Background: an optimization exercise with open tools, aiming at small area. Do not read the settings as production practice.
In this exercise RTL edits were held to simulation tests only and were not proved equivalent to the original.

$ cat flow/design.v
`timescale 1ns/1ns
module mant_mul(
    input  [9:0]  a,         
    input  [12:0] x3,        
    input  [9:0]  b,         
    output [11:0] y
);
    wire [4:0] s1, s2, s3;
    genvar r;
    generate for (r = 0; r < 5; r = r + 1) begin : dig
        assign s1[r] =  b[2*r] & ~b[2*r+1];
        assign s2[r] = ~b[2*r] &  b[2*r+1];
        assign s3[r] =  b[2*r] &  b[2*r+1];
    end endgenerate
    wire n1, n2, n3, n4, n5, n6, n7, n8, n9, n10, n11, n12;
    wire n13, n14, n15, n16, n17, n18, n19, n20, n21, n22, n23, n24;
    wire n25, n26, n27, n28, n29, n30, n31, n32, n33, n34, n35, n36;
    wire n37, n38, n39, n40, n41, n42, n43, n44, n45, n46, n47, n48;
    wire n49, n50, n51, n52, n53, n54, n55, n56, n57, n58, n59, n60;
    wire n61, n62, n63, n64, n65, n66, n67, n68, n69, n70, n71, n72;
    wire n73, n74, n75, n76, n77, n78, n79, n80, n81, n82, n83, n84;
    wire n85, n86, n87, n88, n89, n90, n91, n92, n93, n94, n95, n96;
    wire n97, n98, n99, n100, n101, n102, n103, n104, n105, n106, n107, n108;
    wire n109, n110, n111, n112, n113, n114, n115, n116, n117, n118, n119, n120;
    wire n121, n122, n123, n124, n125, n126, n127, n128, n129, n130, n131, n132;
    wire n133, n134, n135, n136, n137, n138, n139, n140, n141, n142, n143, n144;
    wire n145, n146, n147, n148, n149, n150, n151, n153, n155, n157, n159, n161;
    wire n163, n165, n167, n168, n169, n170, n171, n172, n173, n174, n175, n176;
    wire n177, n178, n179, n180, n181, n182, n183, n184, n185, n186, n187, n188;
    wire n189, n190, n191;
    assign n1 = (s1[0] & a[0]) | (s3[0] & x3[0]);
    assign n2 = (s1[0] & a[1]) | (s2[0] & a[0]) | (s3[0] & x3[1]);
    assign n3 = (s1[0] & a[2]) | (s2[0] & a[1]) | (s3[0] & x3[2]);
    assign n4 = (s1[0] & a[3]) | (s2[0] & a[2]) | (s3[0] & x3[3]);
    assign n5 = (s1[0] & a[4]) | (s2[0] & a[3]) | (s3[0] & x3[4]);
    assign n6 = (s1[0] & a[5]) | (s2[0] & a[4]) | (s3[0] & x3[5]);
    assign n7 = (s1[0] & a[6]) | (s2[0] & a[5]) | (s3[0] & x3[6]);
    assign n8 = (s1[0] & a[7]) | (s2[0] & a[6]) | (s3[0] & x3[7]);
    assign n9 = (s1[0] & a[8]) | (s2[0] & a[7]) | (s3[0] & x3[8]);
    assign n10 = (s1[0] & a[9]) | (s2[0] & a[8]) | (s3[0] & x3[9]);
    assign n11 = s1[0] | (s2[0] & a[9]) | (s3[0] & x3[10]);
    assign n12 = s2[0] | (s3[0] & x3[11]);
    assign n13 = (s3[0] & x3[12]);
    assign n14 = (s1[1] & a[0]) | (s3[1] & x3[0]);
    assign n15 = (s1[1] & a[1]) | (s2[1] & a[0]) | (s3[1] & x3[1]);
    assign n16 = (s1[1] & a[2]) | (s2[1] & a[1]) | (s3[1] & x3[2]);
    assign n17 = (s1[1] & a[3]) | (s2[1] & a[2]) | (s3[1] & x3[3]);
    assign n18 = (s1[1] & a[4]) | (s2[1] & a[3]) | (s3[1] & x3[4]);
    assign n19 = (s1[1] & a[5]) | (s2[1] & a[4]) | (s3[1] & x3[5]);
    assign n20 = (s1[1] & a[6]) | (s2[1] & a[5]) | (s3[1] & x3[6]);
    assign n21 = (s1[1] & a[7]) | (s2[1] & a[6]) | (s3[1] & x3[7]);
    assign n22 = (s1[1] & a[8]) | (s2[1] & a[7]) | (s3[1] & x3[8]);
    assign n23 = (s1[1] & a[9]) | (s2[1] & a[8]) | (s3[1] & x3[9]);
    assign n24 = s1[1] | (s2[1] & a[9]) | (s3[1] & x3[10]);
    assign n25 = s2[1] | (s3[1] & x3[11]);
    assign n26 = (s3[1] & x3[12]);
    assign n27 = (s1[2] & a[0]) | (s3[2] & x3[0]);
    assign n28 = (s1[2] & a[1]) | (s2[2] & a[0]) | (s3[2] & x3[1]);
    assign n29 = (s1[2] & a[2]) | (s2[2] & a[1]) | (s3[2] & x3[2]);
    assign n30 = (s1[2] & a[3]) | (s2[2] & a[2]) | (s3[2] & x3[3]);
    assign n31 = (s1[2] & a[4]) | (s2[2] & a[3]) | (s3[2] & x3[4]);
    assign n32 = (s1[2] & a[5]) | (s2[2] & a[4]) | (s3[2] & x3[5]);
    assign n33 = (s1[2] & a[6]) | (s2[2] & a[5]) | (s3[2] & x3[6]);
    assign n34 = (s1[2] & a[7]) | (s2[2] & a[6]) | (s3[2] & x3[7]);
    assign n35 = (s1[2] & a[8]) | (s2[2] & a[7]) | (s3[2] & x3[8]);
    assign n36 = (s1[2] & a[9]) | (s2[2] & a[8]) | (s3[2] & x3[9]);
    assign n37 = s1[2] | (s2[2] & a[9]) | (s3[2] & x3[10]);
    assign n38 = s2[2] | (s3[2] & x3[11]);
    assign n39 = (s3[2] & x3[12]);
    assign n40 = (s1[3] & a[0]) | (s3[3] & x3[0]);
    assign n41 = (s1[3] & a[1]) | (s2[3] & a[0]) | (s3[3] & x3[1]);
    assign n42 = (s1[3] & a[2]) | (s2[3] & a[1]) | (s3[3] & x3[2]);
    assign n43 = (s1[3] & a[3]) | (s2[3] & a[2]) | (s3[3] & x3[3]);
    assign n44 = (s1[3] & a[4]) | (s2[3] & a[3]) | (s3[3] & x3[4]);
    assign n45 = (s1[3] & a[5]) | (s2[3] & a[4]) | (s3[3] & x3[5]);
    assign n46 = (s1[3] & a[6]) | (s2[3] & a[5]) | (s3[3] & x3[6]);
    assign n47 = (s1[3] & a[7]) | (s2[3] & a[6]) | (s3[3] & x3[7]);
    assign n48 = (s1[3] & a[8]) | (s2[3] & a[7]) | (s3[3] & x3[8]);
    assign n49 = (s1[3] & a[9]) | (s2[3] & a[8]) | (s3[3] & x3[9]);
    assign n50 = s1[3] | (s2[3] & a[9]) | (s3[3] & x3[10]);
    assign n51 = s2[3] | (s3[3] & x3[11]);
    assign n52 = (s3[3] & x3[12]);
    assign n53 = (s1[4] & a[0]) | (s3[4] & x3[0]);
    assign n54 = (s1[4] & a[1]) | (s2[4] & a[0]) | (s3[4] & x3[1]);
    assign n55 = (s1[4] & a[2]) | (s2[4] & a[1]) | (s3[4] & x3[2]);
    assign n56 = (s1[4] & a[3]) | (s2[4] & a[2]) | (s3[4] & x3[3]);
    assign n57 = (s1[4] & a[4]) | (s2[4] & a[3]) | (s3[4] & x3[4]);
    assign n58 = (s1[4] & a[5]) | (s2[4] & a[4]) | (s3[4] & x3[5]);
    assign n59 = (s1[4] & a[6]) | (s2[4] & a[5]) | (s3[4] & x3[6]);
    assign n60 = (s1[4] & a[7]) | (s2[4] & a[6]) | (s3[4] & x3[7]);
    assign n61 = (s1[4] & a[8]) | (s2[4] & a[7]) | (s3[4] & x3[8]);
    assign n62 = (s1[4] & a[9]) | (s2[4] & a[8]) | (s3[4] & x3[9]);
    assign n63 = s1[4] | (s2[4] & a[9]) | (s3[4] & x3[10]);
    assign n64 = s2[4] | (s3[4] & x3[11]);
    assign n65 = (s3[4] & x3[12]);
    assign n190 = ~n188;
    assign n191 = n189 ^ n188;
    ha_c u0(.a(n53), .b(n42), .s(n66), .co(n67));
    fa_c u1(.a(n54), .b(n43), .c(n32), .s(n68), .co(n69));
    fa_c u2(.a(a[0]), .b(n55), .c(n44), .s(n70), .co(n71));
    ha_c u3(.a(n33), .b(n22), .s(n72), .co(n73));
    fa_c u4(.a(a[1]), .b(n56), .c(n45), .s(n74), .co(n75));
    fa_c u5(.a(n34), .b(n23), .c(n12), .s(n76), .co(n77));
    fa_c u6(.a(a[2]), .b(n57), .c(n46), .s(n78), .co(n79));
    fa_c u7(.a(n35), .b(n24), .c(n13), .s(n80), .co(n81));
    fa_c u8(.a(a[3]), .b(n58), .c(n47), .s(n82), .co(n83));
    ha_c u9(.a(n36), .b(n25), .s(n84), .co(n85));
    fa_c u10(.a(a[4]), .b(n59), .c(n48), .s(n86), .co(n87));
    ha_c u11(.a(n37), .b(n26), .s(n88), .co(n89));
    fa_c u12(.a(a[5]), .b(n60), .c(n49), .s(n90), .co(n91));
    ha_c u13(.a(a[6]), .b(n61), .s(n92), .co(n93));
    ha_c u14(.a(n40), .b(n29), .s(n94), .co(n95));
    fa_c u15(.a(n41), .b(n30), .c(n19), .s(n96), .co(n97));
    fa_c u16(.a(n31), .b(n20), .c(n9), .s(n98), .co(n99));
    fa_c u17(.a(n67), .b(n21), .c(n10), .s(n100), .co(n101));
    fa_c u18(.a(n69), .b(n11), .c(n70), .s(n102), .co(n103));
    fa_c u19(.a(n73), .b(n71), .c(n74), .s(n104), .co(n105));
    fa_c u20(.a(n77), .b(n75), .c(n78), .s(n106), .co(n107));
    fa_c u21(.a(n81), .b(n79), .c(n82), .s(n108), .co(n109));
    fa_c u22(.a(n85), .b(n83), .c(n86), .s(n110), .co(n111));
    fa_c u23(.a(n89), .b(n87), .c(n38), .s(n112), .co(n113));
    fa_c u24(.a(n91), .b(n50), .c(n39), .s(n114), .co(n115));
    fa_c u25(.a(n93), .b(a[7]), .c(n62), .s(n116), .co(n117));
    ha_c u26(.a(a[8]), .b(n63), .s(n118), .co(n119));
    ha_c u27(.a(n27), .b(n16), .s(n120), .co(n121));
    fa_c u28(.a(n28), .b(n17), .c(n6), .s(n122), .co(n123));
    fa_c u29(.a(n18), .b(n7), .c(n94), .s(n124), .co(n125));
    fa_c u30(.a(n95), .b(n8), .c(n96), .s(n126), .co(n127));
    fa_c u31(.a(n97), .b(n66), .c(n98), .s(n128), .co(n129));
    fa_c u32(.a(n99), .b(n68), .c(n100), .s(n130), .co(n131));
    fa_c u33(.a(n101), .b(n72), .c(n102), .s(n132), .co(n133));
    fa_c u34(.a(n103), .b(n76), .c(n104), .s(n134), .co(n135));
    fa_c u35(.a(n105), .b(n80), .c(n106), .s(n136), .co(n137));
    fa_c u36(.a(n107), .b(n84), .c(n108), .s(n138), .co(n139));
    fa_c u37(.a(n109), .b(n88), .c(n110), .s(n140), .co(n141));
    fa_c u38(.a(n111), .b(n90), .c(n112), .s(n142), .co(n143));
    fa_c u39(.a(n113), .b(n92), .c(n114), .s(n144), .co(n145));
    fa_c u40(.a(n115), .b(n51), .c(n116), .s(n146), .co(n147));
    fa_c u41(.a(n117), .b(n52), .c(n118), .s(n148), .co(n149));
    fa_c u42(.a(n119), .b(a[9]), .c(n64), .s(n150), .co(n151));
    assign n153 = n3 & n14;
    maj_c u44(.a(n4), .b(n15), .c(n153), .co(n155));
    maj_c u45(.a(n120), .b(n5), .c(n155), .co(n157));
    maj_c u46(.a(n122), .b(n121), .c(n157), .co(n159));
    maj_c u47(.a(n124), .b(n123), .c(n159), .co(n161));
    maj_c u48(.a(n126), .b(n125), .c(n161), .co(n163));
    maj_c u49(.a(n128), .b(n127), .c(n163), .co(n165));
    maj_c u50(.a(n130), .b(n129), .c(n165), .co(n167));
    fa_c u51(.a(n132), .b(n131), .c(n167), .s(n168), .co(n169));
    fa_c u52(.a(n134), .b(n133), .c(n169), .s(n170), .co(n171));
    fa_c u53(.a(n136), .b(n135), .c(n171), .s(n172), .co(n173));
    fa_c u54(.a(n138), .b(n137), .c(n173), .s(n174), .co(n175));
    fa_c u55(.a(n140), .b(n139), .c(n175), .s(n176), .co(n177));
    fa_c u56(.a(n142), .b(n141), .c(n177), .s(n178), .co(n179));
    fa_c u57(.a(n144), .b(n143), .c(n179), .s(n180), .co(n181));
    fa_c u58(.a(n146), .b(n145), .c(n181), .s(n182), .co(n183));
    fa_c u59(.a(n148), .b(n147), .c(n183), .s(n184), .co(n185));
    fa_c u60(.a(n150), .b(n149), .c(n185), .s(n186), .co(n187));
    fa_c u61(.a(n65), .b(n151), .c(n187), .s(n188), .co(n189));
    assign y = {n191, n190, n186, n184, n182, n180, n178, n176, n174, n172, n170, n168};
endmodule
module fa_c(input a, input b, input c, output s, output co);
    assign s  = a ^ b ^ c;
    assign co = (a & b) | (a & c) | (b & c);
endmodule
module maj_c(input a, input b, input c, output co);
    assign co = (a & b) | (a & c) | (b & c);
endmodule
module ha_c(input a, input b, output s, output co);
    assign s  = a ^ b;
    assign co = a & b;
endmodule
`timescale 1ns/1ns
module macrow4(
    input clk,
    input reset_n,
    input enX,
    input[3:0] enW,
    input [15:0] X_i,
    input [15:0] W_i,
    output valid_o,
    output [15:0] Y_o
);
    function [19:0] f_dec(input [15:0] x);
        reg [3:0] lz;
        reg [9:0] mn;
        reg       e0;
        integer i;
        begin
            e0 = (x[14:10] == 5'd0);
            lz = 4'd0;
            for (i = 0; i <= 9; i = i + 1)
                if (x[i]) lz = 4'd9 - i[3:0];
            mn = x[9:0] << (lz + 4'd1);
            f_dec = {x[15], e0 & ~|x[9:0], &x[14:10], e0 & |x[9:0],
                     e0 ? -{2'b00, lz} : {1'b0, x[14:10]},
                     e0 ? mn : x[9:0]};
        end
    endfunction
    function [15:0] f_post(input [9:0] xa, input [9:0] wb, input [11:0] p);
        reg       p1, s, d, zero, inf, ovf, q16, big;
        reg [6:0] E, Eb, Epb, eo7;
        reg [4:0] sh, eo;
        reg [11:0] pm;
        begin
            p1   = p[11];
            E    = {xa[5], xa[5:0]} + {wb[5], wb[5:0]};
            Eb   = E ^ 7'h40;
            Epb  = Eb + {6'd0, p1};
            s    = xa[9] ^ wb[9];
            d    = xa[6] ^ wb[6];
            zero = xa[8] | wb[8] | (xa[6] & wb[6]);
            inf  = xa[7] | wb[7];
            ovf  = Epb >= 7'd110;             
            q16  = (E == 7'd16) & ~p1 & d;
            big  = (Epb >= 7'd80) & ~q16;     
            if (big)                  sh = {4'd0, p1};
            else if (q16)             sh = 5'd0;
            else if (E == 7'd15)      sh = {4'd0, d};
            else if (Eb < 7'd68)      sh = 5'd12;     
            else                      sh = 5'd16 - E[4:0];
            pm   = p >> sh;
            eo7  = E + {6'd0, p1} - 7'd15;
            eo   = big ? eo7[4:0] : 5'd0;
            f_post = inf  ? {s, 5'b11111, 10'd0} :
                     zero ? {s, 15'd0} :
                     ovf  ? {s, 5'b11111, 10'd0} :
                            {s, eo, pm[9:0]};
        end
    endfunction
    function [15:0] f_add(input [15:0] a, input [15:0] b);
        reg        sa, sb, ia, ib, zab, sub, agb, sL, hL, hS, c, st, gt, vz, so, si;
        reg [4:0]  ea, eL, eS, df, eo;
        reg [14:0] L, S;
        reg [20:0] S21;
        reg [12:0] Lv, Sv, V, Vs;
        reg [3:0]  lz, n, k;
        reg [5:0]  dn;
        reg [9:0]  mo;
        reg        x, yy;
        integer i;
        begin
            sa = a[15]; sb = b[15];
            ea = a[14:10];
            ia = &a[14:10]; ib = &b[14:10];
            zab = ~|a[14:0] & ~|b[14:0];
            sub = sa ^ sb;
            agb = 1'b1;
            for (i = 0; i < 15; i = i + 1)
                agb = (a[i] & ~b[i]) | (agb & (a[i] | ~b[i]));
            L  = agb ? a[14:0] : b[14:0];
            S  = agb ? b[14:0] : a[14:0];
            sL = agb ? sa : sb;
            hL = |L[14:10]; hS = |S[14:10];
            eL = {L[14:11], L[10] | ~hL};       
            eS = {S[14:11], S[10] | ~hS};
            c = 1'b1;
            for (i = 0; i < 5; i = i + 1) begin
                df[i] = eL[i] ^ ~eS[i] ^ c;
                c = (eL[i] & ~eS[i]) | (c & (eL[i] | ~eS[i]));
            end
            S21 = {hS, S[9:0], 10'd0} >> df;
            st  = |S21[8:0];
            Lv = {1'b0, hL, L[9:0], 1'b0};
            Sv = {1'b0, S21[20:9]} ^ {13{sub}};
            c = sub & ~st;
            for (i = 0; i < 13; i = i + 1) begin
                V[i] = Lv[i] ^ Sv[i] ^ c;
                c = (Lv[i] & Sv[i]) | (c & (Lv[i] | Sv[i]));
            end
            lz = 4'd0;
            for (i = 0; i <= 10; i = i + 1)
                if (V[i]) lz = 4'd10 - i[3:0];
            n = lz + 4'd1;
            c = 1'b0;
            for (i = 0; i < 6; i = i + 1) begin
                x  = (i < 5) ? eL[i] : 1'b0;
                yy = ~((i < 4) ? n[i] : 1'b0);
                dn[i] = x ^ yy ^ c;
                c = (x & yy) | (c & (x | yy));
            end
            gt = ~dn[5];
            if (V[12])      begin eo = eL + 5'd1;      k = 4'd0;     end
            else if (V[11]) begin eo = eL;             k = 4'd1;     end
            else if (gt)    begin eo = dn[4:0] + 5'd1; k = n + 4'd1; end
            else            begin eo = 5'd0;           k = eL[3:0];  end
            Vs = V << k;
            mo = (&eo) ? 10'd0 : Vs[11:2];
            vz = ~|V;
            so = zab ? 1'b0 : (~sub ? sa : (vz ? (~|ea & sa) : sL));
            si = (ia & ib) ? (sa == sb ? sa : 1'b0) : (ia ? sa : sb);
            f_add = (ia | ib) ? {si, 5'b11111, 10'd0} : {so, eo, mo};
        end
    endfunction
    reg [5:0] r_en;
    always @(posedge clk, negedge reset_n) begin
        if (!reset_n)
            r_en <= 6'd0;
        else
            r_en <= {r_en[4:0], enX};
    end
    assign valid_o = r_en[2] & r_en[5];
    wire [19:0] wd = f_dec(W_i);
    reg  [3:0]  w_s, w_z;
    reg  [23:0] w_e;
    reg  [39:0] w_m;
    genvar k;
    generate for (k = 0; k < 4; k = k + 1) begin : tap
        always @(posedge clk, negedge reset_n) begin
            if (!reset_n) begin
                w_s[k] <= 1'b0;
                w_z[k] <= 1'b1;
            end else if (enW[k]) begin
                w_s[k] <= wd[19];
                w_z[k] <= wd[18];
            end
        end
        always @(posedge clk) begin
            if (enW[k]) begin
                w_e[6*k +: 6]   <= wd[15:10];
                w_m[10*k +: 10] <= wd[9:0];
            end
        end
    end endgenerate
    function [9:0] f_wa(input s, input z, input [5:0] e);
        f_wa = {s, z, ~z & (e == 6'd31), e[5] | (e == 6'd0), e};
    endfunction
    wire [19:0] xd = f_dec(X_i);
    reg         x_s, x_z;
    reg  [5:0]  x_e;
    reg  [9:0]  x_m;
    always @(posedge clk) begin
        x_s <= xd[19];
        x_z <= xd[18];
        x_e <= xd[15:10];
        x_m <= xd[9:0];
    end
    wire [9:0]  x_a = {x_s, x_z, x_e == 6'd31, x_e[5] | (x_e == 6'd0), x_e};
    wire [12:0] x3  = {2'b01, x_m, 1'b0} + {3'b001, x_m};      
    wire [11:0] pm0, pm1, pm2, pm3;
    mant_mul mm0(.a(x_m), .x3(x3), .b(w_m[0 +: 10]),  .y(pm0));
    mant_mul mm1(.a(x_m), .x3(x3), .b(w_m[10 +: 10]), .y(pm1));
    mant_mul mm2(.a(x_m), .x3(x3), .b(w_m[20 +: 10]), .y(pm2));
    mant_mul mm3(.a(x_m), .x3(x3), .b(w_m[30 +: 10]), .y(pm3));
    reg [15:0] r_p0, r_p1, r_p2, r_p3;
    always @(posedge clk) begin
        r_p0 <= f_post(x_a, f_wa(w_s[0], w_z[0], w_e[0 +: 6]),  pm0);
        r_p1 <= f_post(x_a, f_wa(w_s[1], w_z[1], w_e[6 +: 6]),  pm1);
        r_p2 <= f_post(x_a, f_wa(w_s[2], w_z[2], w_e[12 +: 6]), pm2);
        r_p3 <= f_post(x_a, f_wa(w_s[3], w_z[3], w_e[18 +: 6]), pm3);
    end
    reg [15:0] s0, s1, s2, y;
    always @(posedge clk) begin
        s0 <= (r_p0[14:0] == 15'd0) ? 16'd0 : r_p0;
        s1 <= f_add(r_p1, s0);
        s2 <= f_add(r_p2, s1);
        y  <= f_add(r_p3, s2);
    end
    assign Y_o = y;
endmodule
$ cat flow/run.sh
#!/bin/bash
# synth_recipe.tcl (not shown) runs the flow's synth.tcl, then flattens the netlist and writes it again
# the make line also repeats each setting of config.mk as NAME=value (left out here)
make -C /OpenROAD-flow-scripts/flow DESIGN_CONFIG=/design/flow/config.mk WORK_HOME=/design/flow/orfs CLKGATE_MAP_FILE= SYNTH_SCRIPT=/design/flow/synth_recipe.tcl finish
$ cat flow/config.mk
export PLATFORM = sky130hd
export DESIGN_NAME = macrow4
export DESIGN_NICKNAME = macrow4
export VERILOG_FILES = /design/flow/design.v
export SDC_FILE = /design/flow/constraint.sdc
export NUM_CORES = 4
export LEC_CHECK = 0
export ABC_AREA = 1
export CAP_MARGIN = 20
export CORE_MARGIN = 2
export CORE_UTILIZATION = 40
export CTS_BUF_LIST = sky130_fd_sc_hd__clkbuf_4 sky130_fd_sc_hd__clkbuf_8
export SLEW_MARGIN = 20
export SYNTH_HIERARCHICAL = 1
$ cat flow/constraint.sdc
create_clock -name core_clock -period 18.0 [get_ports {clk}]
set_input_delay 3.6000 -clock core_clock [delete_from_list [all_inputs] [get_ports {clk}]]
set_output_delay 3.6000 -clock core_clock [all_outputs]
set_load 0.01 [all_outputs]
==> flow_summary_export.csv, run 1 <==
group,metric,value,unit
synthesis,ys_async_sr_fraction,0.06250,
route,totalWireLength,90380,um
route,routedWlPerCell,16.01,um
synthesis,netlist_instances,4682,
synthesis,synth-seq-cells,224,
floorplan,num_rows,101,
route,ant_nets,0,
min_path,whs_path_depth,0,
clock_tree,cts_tree,"yes",
clock_tree,cts_setup_buffers,0,
synthesis,synth_flop_cell,"dfxtp_1",
critical_path,max_stage_delay,0.54,ns
route,vias,29720,
finish,drive_gt1_frac,0.06261,
timing,final_max_slew_viol_count,0,
critical_path,cp.arrival,13.07,ns
critical_path,regToRegSetupSlack,5.42,ns
timing,max_slew_margin,0.2867,
grt,grt_antenna_before_repair,3,
clock_tree,hold_buffers,0,
critical_path,setup.worst_path.start_class,"register",
timing,max_freq,79.51,MHz
place,place.port_buffers,55,
route,wl_met1,42250,um
timing,period_needed,12.58,ns
synthesis,syn_avg_cell_area,6.543,um2
min_path,hold_end,"r_en[2]",
critical_path,cp-end-kind,"register",
clock_tree,clock_latency,0.62,ns
synthesis,synth_cell_type_count,70,
timing,fin_skew,0.04265,ns
place,gp_congestion,0.9213,
timing,tns,0,ns
timing,post-route-period-util,0.6987,
flow_run,cap_viol_max_count,0,
clock_tree,cts_root_buf,"clkbuf_8",
finish,fin_util,0.4303,
critical_path,r2r_start,"x_m[1]",
route,top_layer,"met5",
place,dp_hpwl,70310,um
grt,grt_start_max_net_pins,54,
grt,grt_overflow,0,
synthesis,ys_seq_area_frac,0.1697,
min_path,hold_class,"register to register",
floorplan,dieArea,0.07882,mm2
critical_path,crit_fanout,43,
critical_path,r2r_end,"r_p3[3]",
finish,nNetsFinal,5058,
critical_path,required,18.50,ns
route,wl_met3,5414,um
critical_path,cp_slowest_cell,"o21ai_0",
floorplan,dieWidth,280.7,um
clock_tree,path_clk_slew,0.06,ns
floorplan,ios,56,
clock_tree,clk_path_buf_depth,3,
finish,areaGrowthSynthToFinish,6.510,%
timing,rsz0062_at_grt,"false",
clock_tree,cts-resized-gates,0,
clock_tree,cts.sinks,224,
route,drc,0,
critical_path,reg2reg_depth,51,
synthesis,ys_warn_count,7,
grt,grt_pass1_vias,27870,
floorplan,start_util,0.4040,
route,drtPass1Iterations,6,
synthesis,syn-cell-area,0.03064,mm2
synthesis,synth_edf_count,64,
clock_tree,cts_buffers,43,
route,viasPerCell,5.265,
timing,setup_viol,0,
timing,worstMarginPinSlew,1.068,ns
min_path,min_from,"r_en[1]",
outcome,status,"finished clean",
timing,hold_viol_final,0,
clock_tree,htree_levels,2,
route,dr_wl_met2,40610,um
route,first_iter_violations,2774,
critical_path,path_class,"register to register",
grt,track_usage,0.2294,
floorplan,core_area,0.07582,mm2
grt,grt_pass1_wl,147300,um
critical_path,cpMostUsedCell,"fa_1",
floorplan,die_h,280.7,um
synthesis,syn-num-nets,5107,
==> metrics by stage <==
stage | setup slack [ns] | instances | hold WS, ns | cell area, um2
after CTS | 5.572 | 5642 | 0.3459 | 32630
final | 5.424 | 5644 | 0.3451 | 32630
after global routing | 4.484 | 5643 | 0.3566 | 32630
after detailed placement | 5.601 | 5566 | 0.3392 | 31720
after floorplan | 6.852 | 4682 | 0.3312 | 30640
after global placement | 5.767 | 5566 | 0.3321 | 31720
==> placed cells by master (no fill, tap or decap), types with 9 or more instances in the layout <==
cell,instances
nor2_2,24
fa_1,231
clkbuf_8,51
nand2_2,24
xor2_1,79
o22ai_1,26
inv_2,40
buf_4,20
o21ai_1,57
a21oi_1,125
nor2_1,216
nand4_1,47
nand3_2,34
xnor2_1,16
dfrtp_1,10
inv_1,536
nor3_1,57
or2_1,9
nand2_1,1582
o21ai_0,286
nand3_1,507
o31ai_1,11
o21ai_2,9
o211ai_1,45
clkinv_1,24
clkdlybuf4s50_1,55
edfxtp_1,64
ha_1,155
or2_2,12
nand3b_1,11
dfxtp_1,138
nor4_1,23
a31oi_1,9
==> sequential cells by signal, summed over array words and instances, names as in the netlist, 10 cells and up <==
register	cells
r_p1	16
s1	16
w_m	40
y	16
s2	16
x_m	10
r_p0	16
r_p3	16
w_e	24
r_p2	16
s0	16
==> layout make-up <==
class                      instances  area (um2)
timing repair buffer              75       700.7
clock inverter                    17       146.4
antenna                            2       5.005
tap                              978        1224
inverter                         598        2245
fill                            8069       43190
clock buffer                      59       762.0
multi-input combinational       3691       22340
sequential                       224        5210
==> worst max path at each step <==
stage,start,endpoint,depth (start not counted)
CTS,x_m[1],r_p3[3],51
detailed placement,x_m[1],r_p3[3],51
global route,r_p2[1],s2[6],66
finish,x_m[1],r_p3[3],51
floorplan,x_m[0],r_p3[3],50
global placement,x_m[3],r_p0[1],44
==> synthesized netlist by cell type (all sizes together), types with 81 or more instances <==
| cell | number | area share |
|---|---|---|
| nor2 | 244 | 0.033 |
| ha | 155 | 0.063 |
| inv | 576 | 0.071 |
| dfxtp | 146 | 0.095 |
| nand3 | 541 | 0.094 |
| buf | 88 | 0.021 |
| a21oi | 130 | 0.022 |
| nand2 | 1611 | 0.20 |
| clkbuf | 81 | 0.0099 |
| o21ai | 353 | 0.059 |
| xor2 | 89 | 0.027 |
| fa | 231 | 0.15 |
==> per-module statistics from Yosys, one instance, submodules excluded <==
module    flops+latches  cells  area [um2]
mant_mul              0    265        1157
fa_c                  0      1       20.02
maj_c                 0      4       21.27
ha_c                  0      1       12.51
macrow4             224   3294       21330
==> critical path: cells and delay by family, from the launching register on <==
| family | cells | cell delay [ns] |
|---|---|---|
| AO/OA/AOI/OAI | 8 | 1.49 |
| XOR/XNOR | 3 | 0.86 |
| adder cells (fa/ha/maj) | 17 | 6.52 |
| buffers and inverters | 9 | 1.39 |
| flip-flops | 1 | 0.31 |
| AND/OR/NAND/NOR | 14 | 1.82 |
==> per-layer routing <==
metal	vias up	track usage
met5	-	0
met4	2	0.05759
met3	151	0.02843
met2	865	0.3724
met1	13690	0.3224
li1	15000	-
==> cells by family (layout without fill, tap and decap cells) <==
| group | after synthesis | after routing | synth area share |
|---|---|---|---|
| DFF | 224 | 224 | 0.1697 |
| muxes | 6 | 6 | 0.002124 |
| adders and majority gates | 386 | 386 | 0.2143 |
| other | 0 | 2 | 0 |
| buffers and inverters | 767 | 749 | 0.1039 |
| AOI/OAI and AO/OA | 618 | 618 | 0.1146 |
| and+or+nand+nor | 2574 | 2574 | 0.3632 |
| xor gates and xnor gates | 107 | 107 | 0.03218 |
==> run 2, diff against run 1 <==
--- a/flow/config.mk
+++ b/flow/config.mk
@@ -9,6 +9,5 @@
 export CAP_MARGIN = 20
 export CORE_MARGIN = 2
 export CORE_UTILIZATION = 40
-export CTS_BUF_LIST = sky130_fd_sc_hd__clkbuf_4 sky130_fd_sc_hd__clkbuf_8
 export SLEW_MARGIN = 20
 export SYNTH_HIERARCHICAL = 1
==> run 2 against run 1 <==
Synthesized area is the same. Count of clock-buffer cells in the layout decreased by 23. Die area unchanged. Routed wire length shrank 0.67%. Critical path depth did not move. Worst setup slack worse by 0.035 ns. Clock skew shrank 0.017 ns. Final cell count shrank 0.55%. Via count is 0.80% lower. Non-clock buffer count unchanged.
==> flow_summary_export.csv, run 2 <==
group,metric,value,unit
floorplan,die_h,280.7,um
timing,period_needed,12.61,ns
finish,layout.area.seq,0.005210,mm2
route,viasPerCell,5.252,
synthesis,syn_avg_cell_area,6.543,um2
synthesis,ys_warn_count,7,
timing,timing.hold.ws,0.3493,ns
timing,fin_skew,0.02540,ns
timing,setup_viol,0,
synthesis,ys_seq_area_frac,0.1697,
critical_path,setup.worst_path.start_class,"register",
critical_path,max_stage_delay,0.55,ns
clock_tree,path_clk_slew,0.06,ns
place,dp_slack,5.601,ns
synthesis,synth_area_leaders,"nand2_1 19%, fa_1 15%, dfxtp_1 9.5%",
floorplan,core_area,0.07582,mm2
outcome,status,"finished clean",
clock_tree,hold_buffers,0,
clock_tree,clock_latency,0.57,ns
synthesis,post-synth-top-area-fraction,0.1938,
timing,worstMarginPinSlew,1.071,ns
finish,top_regs,"w_m: 40 flops, w_e: 24 flops",
synthesis,synth-seq-cells,224,
grt,grt_pass1_vias,27730,
timing,post-route-period-util,0.7006,
synthesis,synth_edf_count,64,
floorplan,dieArea,0.07882,mm2
floorplan,dieWidth,280.7,um
floorplan,start_util,0.4040,
timing,max_slew_margin,0.2836,
synthesis,synth_cell_type_count,70,
route,drtPass1Iterations,6,
synthesis,netlist_instances,4682,
finish,final_common_cell,"nand2_1",
place,dp_hpwl,70310,um
flow_run,cap_viol_max_count,0,
finish,areaGrowthSynthToFinish,6.482,%
timing,max_freq,79.29,MHz
finish,top_register,"w_m",
floorplan,num_rows,101,
route,drc,0,
floorplan,ios,56,
critical_path,cp-end-kind,"register",
clock_tree,cts_root_buf,"clkbuf_16",
grt,grt_pass1_wl,146600,um
critical_path,path_class,"register to register",
grt,grt_start_max_net_pins,54,
place,place.port_buffers,55,
finish,layout_common_cells,"1582 x nand2_1, 536 x inv_1, 507 x nand3_1, 286 x o21ai_0, 231 x fa_1",
finish,largest_reg_flops,40,
route,totalWireLength,89770,um
route,vias,29480,
critical_path,cpMostUsedCell,"fa_1",
clock_tree,cts_buffers,26,
grt,track_usage,0.2271,
synthesis,syn-num-nets,5107,
finish,multi_input_area,0.02234,mm2
timing,rsz0062_at_grt,"false",
synthesis,synth_flop_cell,"dfxtp_1",
critical_path,cp.arrival,13.05,ns
place,gp_congestion,0.9213,
timing,tns,0,ns
route,first_iter_violations,2821,
min_path,hold_class,"register to register",
timing,fin_ws,5.388,ns
route,routedWlPerCell,15.99,um
finish,nNetsFinal,5041,
clock_tree,cts-resized-gates,0,
clock_tree,cts_setup_buffers,0,
synthesis,yosysMostFrequentCell,"nand2_1",
finish,fin_util,0.4302,
clock_tree,cts_tree,"yes",
clock_tree,clk_path_buf_depth,3,
grt,grt_antenna_before_repair,3,
synthesis,syn-cell-area,0.03064,mm2
clock_tree,htree_levels,1,
critical_path,cp_slowest_cell,"o21ai_0",
synthesis,yosys.area.top_type,"nand2_1",
synthesis,ys_async_sr_fraction,0.06250,
critical_path,required,18.44,ns
synthesis,yosys-top-cells-count,"1582 x nand2_1, 536 x inv_1, 507 x nand3_1",
route,ant_nets,0,
timing,hold_viol_final,0,
critical_path,crit_fanout,43,
grt,grt_overflow,0,
clock_tree,cts.sinks,224,
finish,n_fill_cell,8077,
finish,drive_gt1_frac,0.05611,
timing,final_max_slew_viol_count,0,
-- run 2: cell counts after synthesis --
Identical to the previous run, type by type.
-- run 2: Yosys stat by module, one instance, submodules excluded --
module	cells inside	times used	area, um2
fa_c	1	184	20.02
ha_c	1	32	12.51
macrow4	3294	1	21330
maj_c	4	28	21.27
mant_mul	265	4	1157
-- run 2: cell families after synthesis --
| group | count (synthesis) | share of synthesized area |
|---|---|---|
| xor+xnor | 107 | 0.03218 |
| buf+inv | 767 | 0.1039 |
| simple gates | 2574 | 0.3632 |
| flops | 224 | 0.1697 |
| mux | 6 | 0.002124 |
| fa+ha+maj | 386 | 0.2143 |
| compound gates | 618 | 0.1146 |
-- run 2: stage by stage --
step,instance area (um2),instances
6_report,32620,5613
3_3_place_gp,31720,5566
2_1_floorplan,30640,4682
4_1_cts,32620,5612
3_5_place_dp,31720,5566
5_1_grt,32620,5612
-- run 2: final timing paths --
kind                           end    start  slack [ns]  depth (start not counted)
min in group asynchronous  r_en[1]  reset_n        3.48                          1
hold reg to reg            r_en[1]  r_en[0]        0.35                          0
hold / removal             r_en[1]  r_en[0]        0.35                          0
setup reg to reg           r_p3[3]   x_m[1]        5.39                         51
setup / recovery           r_p3[3]   x_m[1]        5.39                         51
max in group asynchronous   w_s[2]  reset_n       14.06                          1
-- run 2: metal layers --
| metal | wire length, um | track usage | up-vias |
|---|---|---|---|
| met3 | 5480 | 0.02494 | 145 |
| li1 | - | - | 14970 |
| met2 | 40440 | 0.3722 | 868 |
| met4 | 1969 | 0.04744 | 4 |
| met1 | 41860 | 0.3219 | 13490 |
| met5 | 27 | 0 | - |
-- run 2: final cells by class --
class,instances,share of cell area
Clock inverter,10,0.003951
Inverter,598,0.06881
Timing Repair Buffer,75,0.02148
Antenna cell,1,0.00007671
Clock buffer,36,0.02370
Sequential cell,224,0.1597
Multi-Input combinational cell,3691,0.6848
Tap cell,978,0.03751
-- run 2: worst max-delay path: cells and delay by family, from the launching register on --
| family | cells | cell delay (ns) |
|---|---|---|
| xor gates and xnor gates | 3 | 0.86 |
| and+or+nand+nor | 14 | 1.80 |
| DFF | 1 | 0.31 |
| adders and majority gates | 17 | 6.51 |
| buffers and inverters | 9 | 1.41 |
| AOI/OAI and AO/OA | 8 | 1.52 |
==> run 3, diff against run 2 <==
--- a/flow/design.v
+++ b/flow/design.v
@@ -164,7 +164,7 @@
     assign co = (a & b) | (a & c) | (b & c);
 endmodule
 module maj_c(input a, input b, input c, output co);
-    assign co = (a & b) | (a & c) | (b & c);
+    assign co = (a & b) | (c & (a | b));
 endmodule
 module ha_c(input a, input b, output s, output co);
     assign s  = a ^ b;
@@ -198,34 +198,30 @@
         end
     endfunction
     function [15:0] f_post(input [9:0] xa, input [9:0] wb, input [11:0] p);
-        reg       p1, s, d, zero, inf, ovf, q16, big;
-        reg [6:0] E, Eb, Epb, eo7;
-        reg [4:0] sh, eo;
+        reg       p1, s, d, zero, inf, pos, ovf, q16, big;
+        reg [6:0] Ep, F;
+        reg [3:0] sh;
         reg [11:0] pm;
         begin
             p1   = p[11];
-            E    = {xa[5], xa[5:0]} + {wb[5], wb[5:0]};
-            Eb   = E ^ 7'h40;
-            Epb  = Eb + {6'd0, p1};
+            Ep   = {xa[5], xa[5:0]} + {wb[5], wb[5:0]};    
+            F    = Ep + {6'd0, p1};                         
             s    = xa[9] ^ wb[9];
             d    = xa[6] ^ wb[6];
             zero = xa[8] | wb[8] | (xa[6] & wb[6]);
             inf  = xa[7] | wb[7];
-            ovf  = Epb >= 7'd110;             
-            q16  = (E == 7'd16) & ~p1 & d;
-            big  = (Epb >= 7'd80) & ~q16;     
-            if (big)                  sh = {4'd0, p1};
-            else if (q16)             sh = 5'd0;
-            else if (E == 7'd15)      sh = {4'd0, d};
-            else if (Eb < 7'd68)      sh = 5'd12;     
-            else                      sh = 5'd16 - E[4:0];
+            pos  = ~F[6] & |F[5:0];                         
+            ovf  = ~F[6] & (F[5] | &F[4:0]);                
+            q16  = (Ep == 7'd1) & ~p1 & d;
+            big  = pos & ~q16;
+            if (big)                      sh = {3'd0, p1};
+            else if (q16)                 sh = 4'd0;
+            else if (Ep == 7'd0)          sh = {3'd0, d};
+            else if (Ep[6:2] < 5'b11101)  sh = 4'd12;       
+            else                          sh = 4'd1 - Ep[3:0];
             pm   = p >> sh;
-            eo7  = E + {6'd0, p1} - 7'd15;
-            eo   = big ? eo7[4:0] : 5'd0;
-            f_post = inf  ? {s, 5'b11111, 10'd0} :
-                     zero ? {s, 15'd0} :
-                     ovf  ? {s, 5'b11111, 10'd0} :
-                            {s, eo, pm[9:0]};
+            f_post = {s, {5{inf | (~zero & ovf)}} | ((big & ~(inf | zero | ovf)) ? F[4:0] : 5'd0),
+                      (inf | zero | ovf) ? 10'd0 : pm[9:0]};
         end
     endfunction
     function [15:0] f_add(input [15:0] a, input [15:0] b);
@@ -335,7 +331,8 @@
         x_e <= xd[15:10];
         x_m <= xd[9:0];
     end
-    wire [9:0]  x_a = {x_s, x_z, x_e == 6'd31, x_e[5] | (x_e == 6'd0), x_e};
+    wire [5:0]  x_e15 = x_e - 6'd15;
+    wire [9:0]  x_a = {x_s, x_z, x_e == 6'd31, x_e[5] | (x_e == 6'd0), x_e15};
     wire [12:0] x3  = {2'b01, x_m, 1'b0} + {3'b001, x_m};      
     wire [11:0] pm0, pm1, pm2, pm3;
     mant_mul mm0(.a(x_m), .x3(x3), .b(w_m[0 +: 10]),  .y(pm0));
--- a/flow/config.mk
+++ b/flow/config.mk
@@ -9,5 +9,7 @@
 export CAP_MARGIN = 20
 export CORE_MARGIN = 2
 export CORE_UTILIZATION = 40
+export CTS_CLUSTER_DIAMETER = 100
+export CTS_CLUSTER_SIZE = 30
 export SLEW_MARGIN = 20
 export SYNTH_HIERARCHICAL = 1
==> run 3 against run 2 <==
Still clean. Count of clock-buffer cells in the layout is 19 lower. Sequential cell count stayed put. Register-to-register slack worse by 0.35 ns. Clock skew down 0.010 ns. First-iteration DRC count fell by 21%. Die area is 1.2% lower. Critical path type unchanged. Highest routed layer unchanged.
==> flow_summary_export.csv, run 3 <==
group,metric,value,unit
grt,grt_antenna_before_repair,1,
critical_path,crit_fanout,47,
route,ant_nets,0,
clock_tree,clock_latency,0.53,ns
finish,layout_common_cells,"1433 x nand2_1, 537 x inv_1, 536 x nand3_1, 266 x nor2_1, 250 x o21ai_0",
clock_tree,cts_tree,"yes",
floorplan,start_util,0.4051,
critical_path,cp-end-kind,"register",
clock_tree,clk_path_buf_depth,3,
clock_tree,cts.sinks,224,
critical_path,reg2reg_depth,74,
place,dp_hpwl,70520,um
timing,hold_viol_final,0,
grt,grt_pass1_wl,145600,um
timing,max_slew_margin,0.2700,
finish,final_common_cell,"nand2_1",
route,drtPass1Iterations,6,
critical_path,r2r_end,"s1[7]",
critical_path,setup.worst_path.start_class,"register",
timing,rsz0062_at_grt,"false",
synthesis,netlist_instances,4570,
timing,period_needed,12.96,ns
finish,areaGrowthSynthToFinish,5.504,%
finish,nNetsFinal,4920,
critical_path,crit_cells,74,
floorplan,num_rows,100,
critical_path,r2r_start,"s0[1]",
synthesis,yosys.area.top_type,"nand2_1",
synthesis,syn-num-nets,4989,
outcome,status,"finished clean",
synthesis,syn_avg_cell_area,6.621,um2
critical_path,cp.arrival,13.43,ns
critical_path,cp_slowest_cell,"xor2_1",
min_path,hold_class,"register to register",
timing,setup_viol,0,
grt,grt_use_met2,0.3948,
floorplan,ios,56,
synthesis,yosysMostFrequentCell,"nand2_1",
timing,worstMarginPinSlew,1.087,ns
clock_tree,cts-resized-gates,0,
synthesis,synth_cell_type_count,75,
timing,timing.hold.ws,0.3499,ns
grt,grt_start_max_net_pins,53,
place,gp_congestion,0.9452,
place,place.port_buffers,55,
synthesis,synth_edf_count,64,
route,routedWlPerCell,16.28,um
synthesis,ys_seq_area_frac,0.1719,
critical_path,crit_family,"adder cells",
floorplan,die_h,279.0,um
synthesis,ys_async_sr_fraction,0.06250,
critical_path,regToRegSetupSlack,5.04,ns
synthesis,synth_flop_cell,"dfxtp_1",
finish,drive_gt1_frac,0.05697,
grt,grt_overflow,0,
critical_path,path_class,"register to register",
clock_tree,htree_levels,1,
synthesis,synth_area_leaders,"nand2_1 18%, fa_1 15%, dfxtp_1 9.7%",
critical_path,max_stage_delay,0.73,ns
clock_tree,cts_buffers,16,
route,vias,29020,
grt,gr-usage-met3,0.01966,
finish,top_regs,"w_m: 40 flops, w_e: 24 flops",
floorplan,dieWidth,279.0,um
route,drc,0,
critical_path,cp_num_buf_inv,12,
timing,tns,0,ns
route,totalWireLength,89210,um
synthesis,synth-seq-cells,224,
grt,met1_usage,0.3101,
synthesis,yosys-top-cells-count,"1433 x nand2_1, 537 x inv_1, 536 x nand3_1",
floorplan,core_area,0.07470,mm2
critical_path,cpMostUsedCell,"nand2_1",
route,viasPerCell,5.294,
timing,max_freq,77.17,MHz
critical_path,required,18.47,ns
critical_path,cp-endpoint,"s1[7]",
grt,top_usage_layer,"met2",
floorplan,dieArea,0.07786,mm2
timing,fin_skew,0.01496,ns
clock_tree,path_clk_slew,0.10,ns
synthesis,post-synth-top-area-fraction,0.1778,
flow_run,cap_viol_max_count,0,
grt,track_usage,0.2284,
timing,final_max_slew_viol_count,0,
synthesis,ys_warn_count,7,
clock_tree,cts_root_buf,"clkbuf_16",
clock_tree,hold_buffers,0,
route,first_iter_violations,2225,
finish,largest_reg_flops,40,
grt,grt_pass1_vias,27590,
synthesis,syn-cell-area,0.03026,mm2
critical_path,setup.worst_path.start,"s0[1]",
clock_tree,cts_setup_buffers,0,
timing,post-route-period-util,0.7199,
finish,top_register,"w_m",
run 3: worst min-delay path by stage:
stage	start	to	slack [ns]	depth (start not counted)
after floorplan	r_en[0]	r_en[1]	0.33	0
after global routing	r_p0[8]	s0[8]	0.36	0
after detailed placement	r_p0[7]	s0[7]	0.34	0
final	r_p0[7]	s0[7]	0.35	0
after CTS	r_p0[7]	s0[7]	0.35	0
after global placement	r_en[4]	r_en[5]	0.34	0
run 3: cells by family (layout without fill, tap and decap cells):
family,Yosys count,in the layout,share of synthesized area
DFF,224,224,0.1719
AOI/OAI and AO/OA,610,610,0.1160
xor gates and xnor gates,108,108,0.03337
adders and majority gates,380,380,0.2144
muxes,22,22,0.007443
and+or+nand+nor,2463,2463,0.3506
other,0,1,0
buffers and inverters,763,704,0.1063
run 3: Yosys stat by module (local to each module, per instance):
| module | cells | area, um2 |
|---|---|---|
| mant_mul | 265 | 1157 |
| ha_c | 1 | 12.51 |
| macrow4 | 3182 | 21090 |
| fa_c | 1 | 20.02 |
| maj_c | 4 | 16.27 |
run 3: cell type report:
| cell class | instances | area, um2 |
|---|---|---|
| fillers | 7814 | 42770 |
| multi-input cells | 3583 | 21930 |
| flip-flops and latches | 224 | 5210 |
| inverters | 595 | 2236 |
| well taps | 969 | 1212 |
| repair buffers | 81 | 745.7 |
| clock buffers | 17 | 425.4 |
| clock inverters | 11 | 162.7 |
| diodes | 1 | 2.502 |
run 3: worst register-to-register path: cells and delay by family, from the launching register on:
| kind | cells | cell delay, ns |
|---|---|---|
| XOR/XNOR | 1 | 0.73 |
| buffers and inverters | 12 | 1.46 |
| flip-flops | 1 | 0.39 |
| adder cells (fa/ha/maj) | 17 | 5.57 |
| AO/OA/AOI/OAI | 4 | 0.98 |
| AND/OR/NAND/NOR | 40 | 3.73 |
run 3: stage by stage:
stage               utilization  instances  worst slack [ns]  instance area [um2]
global placement         0.4195       5452             5.311                31330
floorplan                     -       4570             6.909                30260
global route             0.4273       5480             3.830                31920
finish                   0.4274       5481             5.042                31920
detailed placement       0.4195       5452             5.153                31330
CTS                      0.4273       5480             5.116                31920
run 3: metal layers:
layer / up-vias / routed length (um)
met5: - / 13
met4: 2 / 2054
met3: 132 / 4675
met2: 818 / 42050
met1: 13470 / 40410
li1: 14600 / -
==> run 4, diff against run 3 <==
--- a/flow/config.mk
+++ b/flow/config.mk
@@ -9,7 +9,5 @@
 export CAP_MARGIN = 20
 export CORE_MARGIN = 2
 export CORE_UTILIZATION = 40
-export CTS_CLUSTER_DIAMETER = 100
-export CTS_CLUSTER_SIZE = 30
 export SLEW_MARGIN = 20
 export SYNTH_HIERARCHICAL = 1
==> run 4 against run 3 <==
Sequential share of layout area down 0.15 points. Largest cell class unchanged. Fmax up 0.18%. Worst setup slack better by 0.023 ns. Clock skew down 0.00075 ns.
==> flow_summary_export.csv, run 4 <==
group,metric,value,unit
clock_tree,cts-resized-gates,0,
synthesis,syn-num-nets,4989,
timing,final_max_slew_viol_count,0,
floorplan,dieArea,0.07786,mm2
synthesis,netlist_instances,4570,
timing,fin_skew,0.01420,ns
synthesis,yosys-top-cells-count,"1433 x nand2_1, 537 x inv_1, 536 x nand3_1",
timing,tns,0,ns
finish,areaGrowthSynthToFinish,6.451,%
critical_path,setup.worst_path.start_class,"register",
clock_tree,cts_buffers,26,
finish,top_register,"w_m",
synthesis,synth_flop_cell,"dfxtp_1",
grt,top_usage_layer,"met2",
grt,grt_pass1_vias,27740,
floorplan,die_h,279.0,um
critical_path,cp_slowest_cell,"xor2_1",
clock_tree,path_clk_slew,0.06,ns
floorplan,start_util,0.4051,
route,drc,0,
synthesis,ys_seq_area_frac,0.1719,
route,ant_nets,0,
timing,hold_viol_final,0,
floorplan,num_rows,100,
timing,max_slew_margin,0.2719,
synthesis,syn_avg_cell_area,6.621,um2
synthesis,ys_warn_count,7,
route,vias,29150,
finish,largest_reg_flops,40,
clock_tree,clock_latency,0.56,ns
finish,layout_common_cells,"1433 x nand2_1, 537 x inv_1, 536 x nand3_1, 266 x nor2_1, 250 x o21ai_0",
critical_path,crit_fanout,47,
critical_path,required,18.50,ns
timing,post-route-period-util,0.7186,
route,routedWlPerCell,16.26,um
grt,met1_usage,0.3097,
place,gp_congestion,0.9452,
timing,rsz0062_at_grt,"false",
clock_tree,cts_tree,"yes",
clock_tree,cts_root_buf,"clkbuf_16",
grt,grt_pass1_wl,146000,um
finish,nNetsFinal,4930,
critical_path,cp.arrival,13.43,ns
timing,worstMarginPinSlew,1.092,ns
synthesis,yosysMostFrequentCell,"nand2_1",
route,totalWireLength,89430,um
grt,track_usage,0.2292,
grt,grt_overflow,0,
clock_tree,clk_path_buf_depth,3,
finish,fin_util,0.4312,
critical_path,cp-end-kind,"register",
timing,max_freq,77.31,MHz
critical_path,max_stage_delay,0.72,ns
finish,fin_cells,5501,
finish,n_fill_cell,7797,
place,place.port_buffers,55,
outcome,status,"finished clean",
route,first_iter_violations,2308,
clock_tree,cts.sinks,224,
finish,final_common_cell,"nand2_1",
critical_path,path_class,"register to register",
clock_tree,hold_buffers,0,
grt,gr-usage-met3,0.02167,
finish,top_regs,"w_m: 40 flops, w_e: 24 flops",
min_path,hold_class,"register to register",
floorplan,ios,56,
synthesis,syn-cell-area,0.03026,mm2
floorplan,dieWidth,279.0,um
synthesis,post-synth-top-area-fraction,0.1778,
finish,drive_gt1_frac,0.06047,
grt,grt_use_met2,0.3941,
place,dp_hpwl,70520,um
grt,grt_antenna_before_repair,1,
route,viasPerCell,5.300,
place,placedCellCount,5452,
synthesis,synth-seq-cells,224,
clock_tree,htree_levels,1,
synthesis,synth_edf_count,64,
critical_path,cpMostUsedCell,"nand2_1",
synthesis,ys_async_sr_fraction,0.06250,
synthesis,yosys.area.top_type,"nand2_1",
synthesis,synth_area_leaders,"nand2_1 18%, fa_1 15%, dfxtp_1 9.7%",
floorplan,core_area,0.07470,mm2
clock_tree,cts_setup_buffers,0,
timing,period_needed,12.93,ns
timing,setup_viol,0,
synthesis,synth_cell_type_count,75,
route,drtPass1Iterations,6,
grt,grt_start_max_net_pins,53,
flow_run,cap_viol_max_count,0,
==> run 4: cell counts after synthesis <==
Identical to the previous run, type by type.
==> run 4: final timing paths <==
check	start	endpoint	slack, ns	cells after the start
worst max-delay path	s0[1]	s1[7]	5.07	74
worst min-delay path	r_p0[10]	s0[10]	0.35	0
worst max register to register	s0[1]	s1[7]	5.07	74
worst min register to register	r_p0[10]	s0[10]	0.35	0
max in group asynchronous	reset_n	w_s[2]	13.97	1
min in group asynchronous	reset_n	r_en[1]	3.51	1
==> run 4: modules after synthesis, one instance, submodules excluded <==
module,times used,cells inside
macrow4,1,3182
mant_mul,4,265
fa_c,184,1
maj_c,28,4
ha_c,32,1
==> run 4: logic make-up (layout without fill, tap and decap cells) <==
family | Yosys count | after routing | share of synthesized area
fa+ha+maj | 380 | 380 | 0.2144
buf+inv | 763 | 724 | 0.1063
xor+xnor | 108 | 108 | 0.03337
compound gates | 610 | 610 | 0.1160
flops | 224 | 224 | 0.1719
simple gates | 2463 | 2463 | 0.3506
mux | 22 | 22 | 0.007443
other cells | 0 | 1 | 0
==> run 4: worst max-delay path: cells and delay by family (launching register included) <==
family / cells / cell delay, ns
flip-flops: 1 / 0.38
adder cells (fa/ha/maj): 17 / 5.58
AND/OR/NAND/NOR: 40 / 3.72
buffers and inverters: 12 / 1.46
XOR/XNOR: 1 / 0.72
AO/OA/AOI/OAI: 4 / 0.95
==> run 4: through the flow <==
stage	hold WS [ns]	cell area (um2)	setup WS (ns)
final	0.3486	32210	5.066
after floorplan	0.3312	30260	6.909
after detailed placement	0.3402	31330	5.153
after global routing	0.3540	32210	3.823
after CTS	0.3471	32210	5.124
after global placement	0.3356	31330	5.311
==> run 4: layout make-up <==
cell class	instances	area, um2	area share
Timing Repair Buffer	81	745.7	0.02315
Tap cell	969	1212	0.03764
Clock inverter	10	66.31	0.002059
Clock buffer	38	808.3	0.02509
Inverter	595	2236	0.06942
Multi-Input combinational cell	3583	21930	0.6808
Sequential cell	224	5210	0.1618
Antenna cell	1	2.502	0.00007769
==> run 4: routing by layer <==
layer / up-vias / share of wire
met2: 779 / 0.47
met4: 2 / 0.025
met3: 159 / 0.050
li1: 14630 / -
met5: - / 0.00015
met1: 13580 / 0.46
==> run 5, diff against run 4 <==
==> flow/flow/run.sh (new file) <==
#!/bin/bash
# Own layout flow: the standard flow (standard.sh) with one change. Synthesis
# maps the combinational logic with an area-oriented ABC script
# (flow/abc_area.script: choice computation, then ABC's area mapper amap) in
# place of ORFS's abc_area.script. The synthesis script itself, the registers,
# floorplan, placement, CTS and routing are the standard flow's.
set -euo pipefail
W=$(pwd)
rm -rf "$W/scripts_abc"
mkdir -p "$W/scripts_abc"
cp -r "$FLOW_HOME/scripts/." "$W/scripts_abc/"
cp "$W/flow/abc_area.script" "$W/scripts_abc/abc_area.script"
# the standard make command, for the synth target, with the copied scripts
sed -e 's|"${@:-finish}"|SCRIPTS_DIR='"$W"'/scripts_abc synth|' standard.sh > synth_abc.sh
grep -q "scripts_abc synth" synth_abc.sh
bash synth_abc.sh > synth.log 2>&1
# the rest of the standard flow, up to the final DEF
bash standard.sh > layout.log 2>&1
==> flow/flow/abc_area.script (new file) <==
strash
dch -f
amap
topo
stime -c
==> flow/standard.sh (new file) <==
#!/bin/bash
# synth_recipe.tcl (not shown) runs the flow's synth.tcl, then flattens the netlist and writes it again
# the make line also repeats each setting of config.mk as NAME=value (left out here)
make -C /OpenROAD-flow-scripts/flow DESIGN_CONFIG=/design/flow/config.mk WORK_HOME=/design/flow/orfs CLKGATE_MAP_FILE= SYNTH_SCRIPT=/design/flow/synth_recipe.tcl "${@:-finish}"
removed: flow/run.sh
==> run 5 against run 4 <==
Worst setup slack worse by 3.2 ns. Global-route usage increased by 0.44 points. Fmax decreased by 20%. Final cell count is 21% lower. Sequential share of layout area grew 1.7 points. Worst hold slack lost 0.0013 ns. Synthesized area shrank 12%. Design area down 9.5%. Largest cell class unchanged.
==> flow_summary_export.csv, run 5 <==
group,metric,value,unit
synthesis,synth_edf_count,64,
synthesis,synth_flop_cell,"dfxtp_1",
grt,track_usage,0.2336,
min_path,whs_path_depth,0,
grt,grt_pass1_wl,129800,um
clock_tree,clk_path_buf_depth,3,
place,dp_slack,1.608,ns
finish,fin_cells,4372,
route,drc,0,
critical_path,crit_fanout,32,
finish,post-route-cell-area,0.02914,mm2
critical_path,path_class,"register to register",
timing,period_needed,16.17,ns
floorplan,start_util,0.4046,
timing,max_freq,61.83,MHz
timing,tns,0,ns
floorplan,ios,56,
critical_path,cp.arrival,16.63,ns
timing,setup_viol,0,
critical_path,r2r_end,"y[7]",
floorplan,num_rows,94,
grt,grt_overflow,0,
floorplan,dieArea,0.06858,mm2
outcome,status,"finished clean",
flow_run,cap_viol_max_count,0,
floorplan,core_area,0.06575,mm2
clock_tree,cts.sinks,224,
route,routedWlPerCell,18.57,um
synthesis,yosys.area.top_type,"fa_1",
timing,post-route-period-util,0.8985,
finish,drive_gt1_frac,0.03221,
timing,timing.hold.ws,0.3474,ns
finish,areaGrowthSynthToFinish,9.548,%
critical_path,cp_slowest_cell,"a31oi_1",
synthesis,syn-cell-area,0.02660,mm2
critical_path,setup.worst_path.start_class,"register",
floorplan,die_h,261.9,um
timing,worstMarginPinSlew,1.009,ns
min_path,hold_class,"register to register",
finish,nNetsFinal,3906,
synthesis,synth_cell_type_count,60,
grt,grt_pass1_vias,23840,
route,vias,25860,
grt,grt_start_max_net_pins,47,
critical_path,regToRegSetupSlack,1.83,ns
clock_tree,htree_levels,1,
synthesis,synth-seq-cells,224,
route,totalWireLength,81170,um
route,ant_nets,0,
place,dpl_cell_area,0.02818,mm2
grt,grt_antenna_before_repair,2,
synthesis,post-synth-top-area-fraction,0.1738,
synthesis,ys_seq_area_frac,0.1955,
route,dr_wl_met2,35650,um
clock_tree,cts_tree,"yes",
finish,top_register,"w_m",
place,dp_hpwl,62440,um
timing,hold_viol_final,0,
finish,largest_reg_flops,40,
synthesis,ys_async_sr_fraction,0.06250,
clock_tree,cts_buffers,27,
finish,layout_common_cells,"589 x clkinv_1, 453 x nor2_1, 309 x nand2_1, 236 x o21ai_0, 231 x fa_1",
critical_path,r2r_start,"s2[1]",
route,top_layer,"met5",
place,gp_congestion,0.9419,
min_path,hold_end,"r_en[4]",
critical_path,crit_family,"compound AO/OA/AOI/OAI gates",
critical_path,cp_num_buf_inv,14,
route,first_iter_violations,3218,
synthesis,yosysMostFrequentCell,"clkinv_1",
timing,final_max_slew_viol_count,0,
route,drtPass1Iterations,15,
synthesis,ys_warn_count,7,
clock_tree,clock_latency,0.57,ns
finish,top_regs,"w_m: 40 flops, w_e: 24 flops",
min_path,min_from,"r_en[3]",
finish,diodes,0,
critical_path,required,18.46,ns
synthesis,syn-num-nets,3842,
finish,final_common_cell,"clkinv_1",
place,place.port_buffers,55,
synthesis,netlist_instances,3423,
route,wl_met3,5966,um
route,wl_met1,36930,um
synthesis,syn_avg_cell_area,7.771,um2
clock_tree,cts_root_buf,"clkbuf_16",
critical_path,max_stage_delay,0.65,ns
clock_tree,path_clk_slew,0.06,ns
route,viasPerCell,5.915,
floorplan,dieWidth,261.9,um
synthesis,yosys-top-cells-count,"589 x clkinv_1, 454 x nor2_1, 309 x nand2_1",
critical_path,cp-end-kind,"register",
place,placedCellCount,4321,
timing,max_slew_margin,0.3212,
timing,rsz0062_at_grt,"false",
timing,fin_skew,0.01616,ns
critical_path,reg2reg_depth,79,
timing,fin_ws,1.827,ns
clock_tree,hold_buffers,0,
synthesis,synth_area_leaders,"fa_1 17%, dfxtp_1 11%, clkinv_1 8.3%",
run 5: final cells by class:
type / instances / area [um2]
clock buffers: 32 / 724.4
clock inverters: 18 / 220.2
fillers: 6628 / 36600
inverters: 589 / 2215
multi-input cells: 2547 / 18820
flip-flops and latches: 224 / 5209
well taps: 864 / 1081
repair buffers: 98 / 870.8
run 5: kinds of logic (layout without fill, tap and decap cells):
kind of cell	count (synthesis)	after routing	synth area share
compound gates	1145	1145	0.2980
simple gates	1021	1021	0.1635
buf+inv	652	737	0.09877
fa+ha+maj	380	380	0.2439
flops	224	224	0.1955
xor+xnor	1	1	0.0003293
run 5: worst register-to-register path, delay by kind of cell (launching register included):
kind | cells | cell delay (ns)
and+or+nand+nor | 21 | 2.89
AOI/OAI and AO/OA | 29 | 5.75
adders and majority gates | 15 | 4.10
DFF | 1 | 0.42
buffers and inverters | 14 | 2.91
run 5: per-layer routing:
metal	global-route usage	vias to the layer above
met5	0	-
met4	0.06676	2
met3	0.03241	160
met2	0.3674	977
met1	0.3342	12000
li1	-	12720
run 5: stage by stage:
stage | utilization
2_1_floorplan | -
3_3_place_gp | 0.4285
3_5_place_dp | 0.4286
4_1_cts | 0.4429
5_1_grt | 0.4433
6_report | 0.4433
run 5: worst max-delay path by stage:
stage                     endpoint  cells after the start  start
after floorplan              s1[6]                     74  s0[1]
after global placement        y[6]                     76  s2[1]
after detailed placement      y[6]                     76  s2[1]
after CTS                     y[7]                     79  s2[1]
after global routing          y[7]                     79  s2[1]
final                         y[7]                     79  s2[1]
run 5: modules after synthesis (local to each module, per instance):
module	flip-flops and latches	area, um2
macrow4	224	18210
mant_mul	0	988.4
fa_c	0	20.02
ha_c	0	12.51
maj_c	0	12.51
run 5: what timing repair did:
item                                    CTS  global route
setup buffers                             0             0
gates resized for setup                   0             3
endpoints found under the setup margin    0            14
hold endpoints to repair                  0             0

port drivers added, routing unchanged:
Ports are ideal in the flow. The routed layouts listed here were re-timed in OpenROAD.
Step 1 sets driving cells, clkbuf_16 on the clock port and buf_2 on the other inputs (assumed; they add their load-dependent delay and slew).
Step 2 also shifts input and output timing later by t, the mid clock arrival at the registers, as if the neighbouring blocks saw the same clock.
Three values: no drivers, after step 1, after step 2; two values: the first two.
run	t (ns)	setup slack, ns	worst setup path after step 2	worst register clock-pin slew, ns
run 1	0.659	5.424 / 5.424 / 5.424	register to register	0.08 / 0.08
run 2	0.621	5.388 / 5.388 / 5.388	register to register	0.07 / 0.07
run 3	0.590	5.042 / 5.042 / 5.042	register to register	0.10 / 0.10
run 4	0.618	5.066 / 5.066 / 5.066	register to register	0.07 / 0.07
run 5	0.615	1.827 / 1.827 / 1.827	register to register	0.06 / 0.06
After both steps every run listed still meets setup and hold.
